Context: an optimization exercise on an open-source flow, tuned for small area. The choices shown serve that exercise and are no tape-out recipe. In this exercise RTL edits were held to simulation tests only and were not proved equivalent to the original. No driver is modelled on the clock port, so clocking that relies on it looks cheaper here than on a real chip.

run 1:
## cordic
module cordic(input clk,
              input signed [7:0] x_in,
              input signed [7:0] y_in,
              output signed [31:0] r,
              output signed [31:0] phi,
              output signed [31:0] dummy1,
              output signed [31:0] dummy2,
              output signed [31:0] dummy3);
  ...
Size in the first run: ~2400 cells after synthesis, roughly 31000 um^2 of cells after synthesis.
Settings: LEC_CHECK=0, CAP_MARGIN=20, CORE_MARGIN=2, CORE_UTILIZATION=40, CTS_BUF_LIST=sky130_fd_sc_hd__clkbuf_16, CTS_CLUSTER_DIAMETER=80, CTS_CLUSTER_SIZE=30, SLEW_MARGIN=20; clock period 10.0 ns.
standard.sh (not shown) runs the stock make flow with config.mk's settings and CLKGATE_MAP_FILE= SYNTH_SCRIPT=/design/flow/synth_recipe.tcl, a recipe that flattens the netlist after the stock synthesis.
==> flow/flow/run.sh <==
#!/bin/bash
set -euo pipefail
export BUFFER_PORTS_ARGS="-buffer_cell sky130_fd_sc_hd__buf_1"
export CTS_ARGS="-sink_clustering_enable -repair_clock_nets -dont_use_dummy_load -buf_list sky130_fd_sc_hd__clkbuf_16 -sink_clustering_size 35 -sink_clustering_max_diameter 80"
bash standard.sh > standard_flow.log 2>&1
For run 2, these inputs were changed with respect to run 1:
==> flow/flow/run.sh <==
#!/bin/bash
set -euo pipefail
export BUFFER_PORTS_ARGS="-buffer_cell sky130_fd_sc_hd__buf_1"
export CTS_ARGS="-sink_clustering_enable -repair_clock_nets -dont_use_dummy_load -buf_list sky130_fd_sc_hd__clkbuf_16 -sink_clustering_size 30 -sink_clustering_max_diameter 110"
bash standard.sh > standard_flow.log 2>&1
## What came out
- Per the comparison of run 2 with run 1, worst endpoint required time went up 0.03 ns, final cell utilization of the core was more or less identical, global-route usage ~0 delta.
- Worst path arrival time in run 2 is 0.04 ns higher than in run 1
- Between run 1 and run 2, the met1 capacity usage during global routing figures differ only marginally.
- The wire length of the first global-routing pass on run 2 is in line with that on run 1.
- On design area, run 2 tracks run 1 almost exactly.
- Taking run 1 as the reference, in run 2 number of nets with antenna violations after routing about even; share of the clock period used by the worst path comparable; final cell count without fillers flat.
Changes in run 3 relative to run 2:
==> flow/flow/run.sh <==
#!/bin/bash
set -euo pipefail
export BUFFER_PORTS_ARGS="-buffer_cell sky130_fd_sc_hd__buf_1"
export CTS_ARGS="-sink_clustering_enable -repair_clock_nets -dont_use_dummy_load -buf_list sky130_fd_sc_hd__clkbuf_16 -sink_clustering_size 30 -sink_clustering_max_diameter 80"
bash standard.sh > standard_flow.log 2>&1
==> summary.txt <==
Run 2 and run 3 ended up with nearly the same aggregate global-route resource usage.
The via count of run 3 and that of run 2 are within noise of each other.
On final wirelength, run 2 and run 3 are neck and neck.
Measured against each other, run 2 and run 3 differ in worst max-slew margin expressed relative to the limit, the lower figure coming from run 2.
As far as count of flip-flops with a built-in enable after synthesis is concerned, run 2 and run 3 perform about the same.
Re routed length on met1: run 2 and run 3 aren't equal, and the higher value belongs to run 3.
The via count of the first global-routing pass of run 2 and that of run 3 are within noise of each other.
### run 3 -> run 4
==> flow/flow/run.sh <==
#!/bin/bash
set -euo pipefail
export BUFFER_PORTS_ARGS="-buffer_cell sky130_fd_sc_hd__buf_1"
export CTS_ARGS="-sink_clustering_enable -repair_clock_nets -dont_use_dummy_load -buf_list sky130_fd_sc_hd__clkbuf_16 -sink_clustering_size 30 -sink_clustering_max_diameter 160"
bash standard.sh > standard_flow.log 2>&1
Results
Taking run 3 as the reference, in run 4 area overhead of the layout relative to synthesis went down by 0.41 points, wire length reported by the detailed router shrank by 240 um, setup slack went up by 0.0073 ns.
Input-level comparison between run 5 and run 4:
==> flow/flow/run.sh <==
#!/bin/bash
set -euo pipefail
export BUFFER_PORTS_ARGS="-buffer_cell sky130_fd_sc_hd__buf_1"
export CTS_ARGS="-sink_clustering_enable -repair_clock_nets -dont_use_dummy_load -buf_list sky130_fd_sc_hd__clkbuf_16 -sink_clustering_size 30 -sink_clustering_max_diameter 110"
bash standard.sh > standard_flow.log 2>&1
### Flow results
Looking at run 5 and run 4, the detailed-route wire length is a wash.
On share of the final layout cell area in sequential cells, run 5 and run 4 are basically level.
The flow did not stop early for run 5: all stages ran, and the layout cleared the timing, design-rule and antenna checks.
As far as required arrival time at the worst endpoint is concerned, run 5 and run 4 perform about the same.
Diff run 4 -> run 5: via count now sits at about the same level; number of cells traversed by the worst register-to-register path now sits at about the same level.
Relative to run 4, the worst setup slack of run 5 is lower by 0.021 ns.
As far as global-route wire length before repair is concerned, run 5 and run 4 perform about the same.

cordic again, from the RTL that the note above started with.
export LEC_CHECK = 0
export CAP_MARGIN = 20
export CORE_MARGIN = 2
export CORE_UTILIZATION = 40
export CTS_BUF_LIST = sky130_fd_sc_hd__clkbuf_16
export CTS_CLUSTER_DIAMETER = 80
export CTS_CLUSTER_SIZE = 30
export SLEW_MARGIN = 20
create_clock -name core_clock -period 10.0 [get_ports {clk}]
==> flow/flow/run.sh <==
#!/bin/bash
set -euo pipefail
export BUFFER_PORTS_ARGS="-buffer_cell sky130_fd_sc_hd__buf_1"
export CTS_ARGS="-sink_clustering_enable -repair_clock_nets -dont_use_dummy_load -buf_list sky130_fd_sc_hd__clkbuf_16 -sink_clustering_size 30 -sink_clustering_max_diameter 110"
bash standard.sh synth > synth_flow.log 2>&1
R=orfs/results/sky130hd/cordic/base
cp "$R/1_2_yosys.v" "$R/1_2_yosys_standard.v"
python3 flow/runflip.py "$R/1_2_yosys_standard.v" "$R/1_2_yosys_flipped.v" > flip.log 2>&1
sleep 1
cp "$R/1_2_yosys_flipped.v" "$R/1_2_yosys.v"
bash standard.sh > standard_flow.log 2>&1
==> flow/flow/flip.py <==
import sys
from nl import Netlist
INV = 'sky130_fd_sc_hd__inv_1'
def is_inv(nl, c): return nl.cells[c][0].startswith('sky130_fd_sc_hd__inv_') or nl.cells[c][0].startswith('sky130_fd_sc_hd__clkinv_')
def count_inv(nl): return sum(1 for c in nl.cells if is_inv(nl, c))

def inv_of(nl, n):
    """existing inverter cell whose input is n"""
    for (c, p) in nl.loads.get(n, []):
        if is_inv(nl, c) and p == 'A': return c
    return None

def gain(nl, f):
    typ, pm = nl.cells[f]
    g = 0
    for p in ('A', 'B', 'CIN'):
        n = pm[p]
        d = nl.drv.get(n)
        if d and is_inv(nl, d[0]):
            # can use inverter input; inverter removable if this is its only load
            if len(nl.loads[n]) == 1: g += 1
        else:
            if inv_of(nl, n) is None: g -= 1
    for p in ('SUM', 'COUT'):
        n = pm[p]
        ls = nl.loads.get(n, [])
        invl = [c for c, q in ls if is_inv(nl, c)]
        other = [c for c, q in ls if not is_inv(nl, c)]
        if n in nl.ports_out: other.append('PORT')
        g += len(invl)          # those inverters disappear (their loads take new net)
        if other: g -= 1        # one new inverter for the rest
    return g

def flip(nl, f):
    typ, pm = nl.cells[f]
    for p in ('A', 'B', 'CIN'):
        n = pm[p]
        d = nl.drv.get(n)
        if d and is_inv(nl, d[0]):
            src = nl.cells[d[0]][1]['A']
            pm[p] = src
            if len(nl.loads[n]) == 1:
                del nl.cells[d[0]]
        else:
            e = inv_of(nl, n)
            if e is not None:
                pm[p] = nl.cells[e][1]['Y']
            else:
                nn = nl.newnet()
                nl.newcell(INV, {'A': n, 'Y': nn})
                pm[p] = nn
        nl.rebuild()
    for p in ('SUM', 'COUT'):
        n = pm[p]
        ls = list(nl.loads.get(n, []))
        invl = [c for c, q in ls if is_inv(nl, c)]
        other = [(c, q) for c, q in ls if not is_inv(nl, c)]
        newn = nl.newnet()
        pm[p] = newn       # fa now drives ~old value on newn
        # inverter loads: their output nets now driven by ... they computed ~old = new value
        for c in invl:
            y = nl.cells[c][1]['Y']
            # reconnect loads of y to newn ; if y is a port net, keep a buffer-free alias not possible -> keep inverter as buffer? handle: if port, skip
            for (c2, q2) in list(nl.loads.get(y, [])):
                nl.cells[c2][1][q2] = newn
            if y in nl.ports_out:
                raise Exception('port')
            del nl.cells[c]
        if other or n in nl.ports_out:
            nl.newcell(INV, {'A': newn, 'Y': n})   # n keeps its name, now driven by inverter
        nl.rebuild()

def run(nl, maxit=20):
    for it in range(maxit):
        changed = 0
        fas = [c for c in list(nl.cells) if c in nl.cells and nl.cells[c][0].startswith('sky130_fd_sc_hd__fa_')]
        for f in fas:
            if f not in nl.cells: continue
            if gain(nl, f) > 0:
                try:
                    flip(nl, f); changed += 1
                except Exception as e:
                    pass
        print('iter', it, 'flipped', changed, 'inverters', count_inv(nl), file=sys.stderr)
        if not changed: break

if __name__ == '__main__':
    nl = Netlist(open(sys.argv[1]).read())
    print('inverters before', count_inv(nl), file=sys.stderr)
    run(nl)
    open(sys.argv[2], 'w').write(nl.write())

COMP = {'sky130_fd_sc_hd__xor2_1': 'sky130_fd_sc_hd__xnor2_1', 'sky130_fd_sc_hd__xnor2_1': 'sky130_fd_sc_hd__xor2_1',
        'sky130_fd_sc_hd__xor3_1': 'sky130_fd_sc_hd__xnor3_1', 'sky130_fd_sc_hd__xnor3_1': 'sky130_fd_sc_hd__xor3_1'}
XORT = ('sky130_fd_sc_hd__xor2_1', 'sky130_fd_sc_hd__xnor2_1')
OPIN = {'sky130_fd_sc_hd__xor2_1': 'X', 'sky130_fd_sc_hd__xnor2_1': 'Y', 'sky130_fd_sc_hd__xor3_1': 'X', 'sky130_fd_sc_hd__xnor3_1': 'X'}
def swap(nl, c):
    t = nl.cells[c][0]; nt = COMP[t]
    pm = nl.cells[c][1]
    o = pm.pop(OPIN[t])
    pm[OPIN[nt]] = o
    nl.cells[c][0] = nt

def absorb(nl):
    """remove inverters: (a) driver is xor/xnor with the inverter as its only load -> swap driver type;
    (b) inverter whose loads are all xor2/xnor2 inputs -> swap those gates; (c) inv->inv pairs."""
    n_rm = 0
    for c in list(nl.cells):
        if c not in nl.cells or not is_inv(nl, c): continue
        a = nl.cells[c][1]['A']; y = nl.cells[c][1]['Y']
        if y in nl.ports_out or a in nl.ports_in and False: continue
        d = nl.drv.get(a)
        if d and d[0] in nl.cells and nl.cells[d[0]][0] in COMP and len(nl.loads[a]) == 1 and a not in nl.ports_out:
            swap(nl, d[0])
            nl.cells[d[0]][1][OPIN[nl.cells[d[0]][0]]] = y
            del nl.cells[c]; nl.rebuild(); n_rm += 1; continue
        ls = nl.loads.get(y, [])
        if ls and all(nl.cells[l][0] in XORT for l, p in ls) and y not in nl.ports_out:
            for l, p in ls:
                swap(nl, l)
                nl.cells[l][1][p] = a
            del nl.cells[c]; nl.rebuild(); n_rm += 1; continue
        if d and d[0] in nl.cells and is_inv(nl, d[0]) and y not in nl.ports_out:
            src = nl.cells[d[0]][1]['A']
            for l, p in list(ls):
                nl.cells[l][1][p] = src
            del nl.cells[c]
            nl.rebuild()
            if not nl.loads.get(a) and a not in nl.ports_out:
                del nl.cells[d[0]]
            nl.rebuild(); n_rm += 1; continue
    return n_rm

def run2(nl):
    for r in range(5):
        run(nl)
        k = absorb(nl)
        print('absorbed', k, 'inverters', count_inv(nl), file=sys.stderr)
        if k == 0: break

if __name__ == '__main__' and len(sys.argv) > 3:
    pass
==> flow/flow/runflip.py <==
import sys
sys.path.insert(0, __import__("os").path.dirname(__import__("os").path.abspath(__file__)))
import flip
from nl import Netlist
nl = Netlist(open(sys.argv[1]).read())
b = flip.count_inv(nl)
flip.run2(nl)
print('inverters %d -> %d' % (b, flip.count_inv(nl)))
open(sys.argv[2], 'w').write(nl.write())
Other scripts of this flow, unchanged in this note and not shown: flow/flow/nl.py
The baseline produced a clean layout.
==> next run, changes <==
--- a/flow/flow/flip.py
+++ b/flow/flow/flip.py
@@ -142,0 +143,61 @@
+
+def dedupe(nl):
+    """merge inverters that share the same input net"""
+    k = 0
+    for n in list(nl.loads):
+        invs = [c for c, p in nl.loads.get(n, []) if c in nl.cells and is_inv(nl, c) and p == 'A']
+        if len(invs) < 2: continue
+        keep = invs[0]; ky = nl.cells[keep][1]['Y']
+        for c in invs[1:]:
+            y = nl.cells[c][1]['Y']
+            if y in nl.ports_out: continue
+            for (c2, q2) in list(nl.loads.get(y, [])):
+                nl.cells[c2][1][q2] = ky
+            del nl.cells[c]; k += 1
+        nl.rebuild()
+    return k
+
+def run3(nl, rounds=8, seed=1):
+    import random
+    rnd = random.Random(seed)
+    run2(nl)
+    for r in range(rounds):
+        fas = sorted(c for c in nl.cells if nl.cells[c][0].startswith('sky130_fd_sc_hd__fa_'))
+        rnd.shuffle(fas)
+        for f in fas:
+            if f in nl.cells and gain(nl, f) == 0 and rnd.random() < 0.5:
+                try:
+                    flip(nl, f)
+                except Exception:
+                    pass
+        run2(nl)
+        print('round', r, 'inverters', count_inv(nl), file=sys.stderr)
+
+def cleanup(nl):
+    """(1) remove dead inverters; (2) ha(~a,~b) -> xor2(a,b) + nor2(a,b) when both input inverters
+    are present (the inverters stay if they have other loads)."""
+    k = 0
+    for c in list(nl.cells):
+        if c in nl.cells and is_inv(nl, c):
+            y = nl.cells[c][1]['Y']
+            if not nl.loads.get(y) and y not in nl.ports_out:
+                del nl.cells[c]; k += 1
+    nl.rebuild()
+    for c in list(nl.cells):
+        if c not in nl.cells or not nl.cells[c][0].startswith('sky130_fd_sc_hd__ha_1'): continue
+        pm = nl.cells[c][1]
+        da = nl.drv.get(pm['A']); db = nl.drv.get(pm['B'])
+        if not (da and db and is_inv(nl, da[0]) and is_inv(nl, db[0])): continue
+        a = nl.cells[da[0]][1]['A']; b = nl.cells[db[0]][1]['A']
+        s, co = pm.get('SUM'), pm.get('COUT')
+        del nl.cells[c]
+        if s is not None:
+            nl.newcell('sky130_fd_sc_hd__xor2_1', {'A': a, 'B': b, 'X': s})
+        if co is not None:
+            nl.newcell('sky130_fd_sc_hd__nor2_1', {'A': a, 'B': b, 'Y': co})
+        nl.rebuild()
+        for d in (da[0], db[0]):
+            if d in nl.cells and not nl.loads.get(nl.cells[d][1]['Y']) and nl.cells[d][1]['Y'] not in nl.ports_out:
+                del nl.cells[d]
+        nl.rebuild(); k += 1
+    return k
--- a/flow/flow/runflip.py
+++ b/flow/flow/runflip.py
@@ -2 +2 @@
-sys.path.insert(0, __import__("os").path.dirname(__import__("os").path.abspath(__file__)))
+sys.path.insert(0, __import__('os').path.dirname(__import__('os').path.abspath(__file__)))
@@ -7 +7,2 @@
-flip.run2(nl)
+flip.run3(nl)
+print("cleanup", flip.cleanup(nl), file=sys.stderr)
=> Wire length fell by 0.48%; final cell count drops by 0.94%; hold slack got worse by 17 ps; maximum frequency goes down by 0.36%.

-- re-timing with driven ports --
No port has a modelled driver above. Below, the same layouts with a new extraction and two added sets of constraints. Step 1 (the two cells are an assumption about what drives the block):
set clk [get_ports {clk}]
set_driving_cell -lib_cell sky130_fd_sc_hd__clkbuf_16 $clk
set_driving_cell -lib_cell sky130_fd_sc_hd__buf_2 [delete_from_list [all_inputs] $clk]
Step 2 times the ports against the registers' clock, not the clock port: input delays grow and output delays shrink by t, the midpoint of the rising clock arrivals with the driver on. Three values: ideal, step 1, step 2; two values: the first two.
| run | shift t [ns] | slack for setup (ns) | worst hold slack (ns) |
|---|---|---|---|
| run 1 | 0.648 | 0.422 / 0.422 / 0.422 | 0.300 / 0.300 / 0.300 |
| run 2 | 0.627 | 0.415 / 0.415 / 0.415 | 0.328 / 0.328 / 0.328 |
| run 3 | 0.645 | 0.429 / 0.429 / 0.429 | 0.322 / 0.322 / 0.322 |
| run 4 | 0.632 | 0.436 / 0.436 / 0.436 | 0.330 / 0.330 / 0.330 |
| run 5 | 0.627 | 0.415 / 0.415 / 0.415 | 0.328 / 0.328 / 0.328 |
| the first run of note 2 | 0.625 | 0.408 / 0.408 / 0.408 | 0.309 / 0.309 / 0.309 |
| the second run of note 2 | 0.621 | 0.373 / 0.373 / 0.373 | 0.292 / 0.292 / 0.292 |
After both steps setup and hold are still met in every run listed.
